From an optimization exercise on the open Yosys and OpenROAD flow, aimed at small area and a short achievable clock period; shortcuts taken in it are not production practice.
RTL that was checked went through simulation tests only; none was proved equivalent to the original.
No activity file was given, so power comes from the tool's default toggle rates.

Setup of v6:
// DLX_top
module DLX_top(
input logic clk, rst,
input logic enable_ex,
input logic [31:0] src1, src2, imm,
input logic [6:0] control_in,
input logic [31:0] mem_data_read_in,
output logic mem_data_wr_en,
output logic [31:0] mem_data_write_out,
output logic [31:0]aluout,
output logic carry
);
Settings: LEC_CHECK=0, CAP_MARGIN=20, CORE_MARGIN=2, CORE_UTILIZATION=40, CTS_BUF_LIST=sky130_fd_sc_hd__clkbuf_4 sky130_fd_sc_hd__clkbuf_8, SETUP_SLACK_MARGIN=2.0, SLEW_MARGIN=20; clock period 4.5 ns.
standard.sh (not shown) runs the stock make flow with config.mk's settings and CLKGATE_MAP_FILE= SYNTH_SCRIPT=/design/flow/synth_recipe.tcl, a recipe that flattens the netlist after the stock synthesis.
==> flow/flow/run.sh <==
#!/bin/bash
# The standard layout, with plain buffers (not delay cells) on the ports.
set -euo pipefail
bash standard.sh "BUFFER_PORTS_ARGS=-buffer_cell sky130_fd_sc_hd__buf_1" finish > standard.log 2>&1
The following lists how v7 was set up differently from v6:
-- flow/design.v --
<<< v6, line 28
assign memrd = (opselect == 3'b101) && immp_regn;
assign shift = (opselect == 3'b000);
logic shl_op;
assign shl_op = shift & ~operation[1];
logic [31:0] b;
logic lhg;
assign lhg = arith && (operation == 3'b111);
logic k_m, k_imm, k_s2, k_imm_hi, k_s2_hi, k_imm_lhg, k_s2_lhg;
assign k_m = memrd;
assign k_imm = ~memrd & ~shl_op & immp_regn;
assign k_s2 = ~memrd & ~shl_op & ~immp_regn;
assign k_imm_hi = k_imm & ~lhg;
assign k_s2_hi = k_s2 & ~lhg;
assign k_imm_lhg = k_imm & lhg;
assign k_s2_lhg = k_s2 & lhg;
assign b[15:0] = ({16{shl_op}} & a_rev[15:0]) | ({16{k_m}} & mem_data_read_in[15:0]) | ({16{k_imm}} & imm[15:0]) | ({16{k_s2}} & src2[15:0]);
assign b[31:16] = ({16{shl_op}} & a_rev[31:16]) | ({16{k_m}} & mem_data_read_in[31:16]) | ({16{k_imm_hi}} & imm[31:16]) | ({16{k_s2_hi}} & src2[31:16])
                | ({16{k_imm_lhg}} & imm[15:0]) | ({16{k_s2_lhg}} & src2[15:0]);
logic [31:0] x;
assign x = a ^ {32{operation[1]}};
logic [3:0] t_lo, t_mid, t_hi;
logic addop;
>>> v7, line 28
assign memrd = (opselect == 3'b101) && immp_regn;
assign shift = (opselect == 3'b000);
logic [31:0] bm, b;
assign bm = memrd ? mem_data_read_in : immp_regn ? imm : src2;
logic lhg;
assign lhg = arith && (operation == 3'b111);
assign b = {lhg ? bm[15:0] : bm[31:16], bm[15:0]};
logic shl_op;
assign shl_op = shift & ~operation[1];
logic [31:0] x;
assign x = shl_op ? a_rev : a ^ {32{operation[1]}};
logic [3:0] t_lo, t_mid, t_hi;
logic addop;
<<< v6, line 81
        shr = operation[1];
        fill = operation[0] & operation[1] & a[31];
        t_lo = operation[1] ? 4'b0011 : 4'b1010;  
    end
end
>>> v7, line 72
        shr = operation[1];
        fill = operation[0] & operation[1] & a[31];
        t_lo = operation[1] ? 4'b0011 : 4'b1100;  
    end
end
<<< v6, line 151
assign {gg6, pp6} = sk_level(pp5, gg5, 5);
assign c = gg6;
logic [31:0] sum, sh, sh_rev;
assign sum = p ^ c[31:0];
logic [3:0] s0, s1;
>>> v7, line 142
assign {gg6, pp6} = sk_level(pp5, gg5, 5);
assign c = gg6;
logic [31:0] sum, sh, sh_rev, res;
assign sum = p ^ c[31:0];
logic [3:0] s0, s1;
<<< v6, line 171
    assign sh_rev[i] = sh[31-i];
end
logic k_shr, k_shl, k_sum_lo, k_sum_hi, k_sext, k_hold;
assign k_hold   = ~rst & ~upd_a;
assign k_shr    = ~rst & upd_a & shr;
assign k_shl    = ~rst & upd_a & shl;
assign k_sum_lo = ~rst & upd_a & ~shr & ~shl;
assign k_sum_hi = k_sum_lo & ~hadd;
assign k_sext   = k_sum_lo & hadd;
logic [31:0] aluout_d;
for (genvar i = 0; i < 32; i++) begin : g_d
    if (i < 16) begin : g_lo
        assign aluout_d[i] = (k_shr & sh[i]) | (k_shl & sh_rev[i]) | (k_sum_lo & sum[i]) | (k_hold & aluout[i]);
    end else begin : g_hi
        assign aluout_d[i] = (k_shr & sh[i]) | (k_shl & sh_rev[i]) | (k_sum_hi & sum[i]) | (k_sext & sum[15]) | (k_hold & aluout[i]);
    end
end
logic cres;
>>> v7, line 162
    assign sh_rev[i] = sh[31-i];
end
always_comb begin
    if (shr) res = sh;
    else if (shl) res = sh_rev;
    else if (hadd) res = {{16{sum[15]}}, sum[15:0]};
    else res = sum;
end
logic cres;
<<< v6, line 196
end
always_ff@(posedge clk) begin
    aluout <= aluout_d;
    carry <= ~rst & cres;
end
endmodule
>>> v7, line 178
end
always_ff@(posedge clk) begin
    if (rst) begin
        aluout <= 32'b0;
        carry <= 1'b0;
    end else begin
        if (upd_a) aluout <= res;
        carry <= cres;
    end
end
endmodule
Findings:
Cmp v7 and v6 / worst reg-to-reg path cell count / higher: v7
Lower global-route usage was reported by v7, not v6.
Compared to v6, the router laid down less metal wire for v7.
Delta (v7 minus v6): clock network power share stayed essentially flat; maximum count of clock buffers along a single path ~0 delta; time the worst path needs with I/O delays and setup fell by 0.053 ns; net count of the finished layout saw an increase.
Between v6 and v7, the flow reports die area increasing by a little under 10%.
Across both runs, part of the total power dissipated in combinational logic was higher for v7 than for v6.
Compared with v6, v7 is hungrier on power.
Re met1 usage: v6 was higher than v7.
Layout buffer count excluding clock buffers shrinks by a few percent when moving from v6 to v7.
Going from v6 to v7, detailed-routing wirelength on met1 shrinks by about 5.4%.
Function not checked in v6: the RTL went through the layout flow alone.

-- static timing again, ports no longer ideal --
Ports are ideal in the flow. The routed layouts listed here were re-timed in OpenROAD. Step 1, drivers: a clkbuf_16 drives clk and a buf_2 each remaining input, both assumed. Step 2 times the ports against the registers' clock, not the clock port: input delays grow and output delays shrink by t, the midpoint of the rising clock arrivals with the driver on. Slacks: no drivers / after step 1 / after step 2; pairs: no drivers / after step 1.
run	t (ns)	slack for setup (ns)	worst register clock-pin slew, ns
v6	0.512	1.904 / 1.898 / 1.386	0.08 / 0.08
v7	0.481	1.956 / 1.981 / 1.499	0.08 / 0.08
After both steps setup and hold are still met in every run listed. For v6, which loses most, drivers alone change the setup slack by -0.006 ns; drivers and shift together by -0.518 ns.
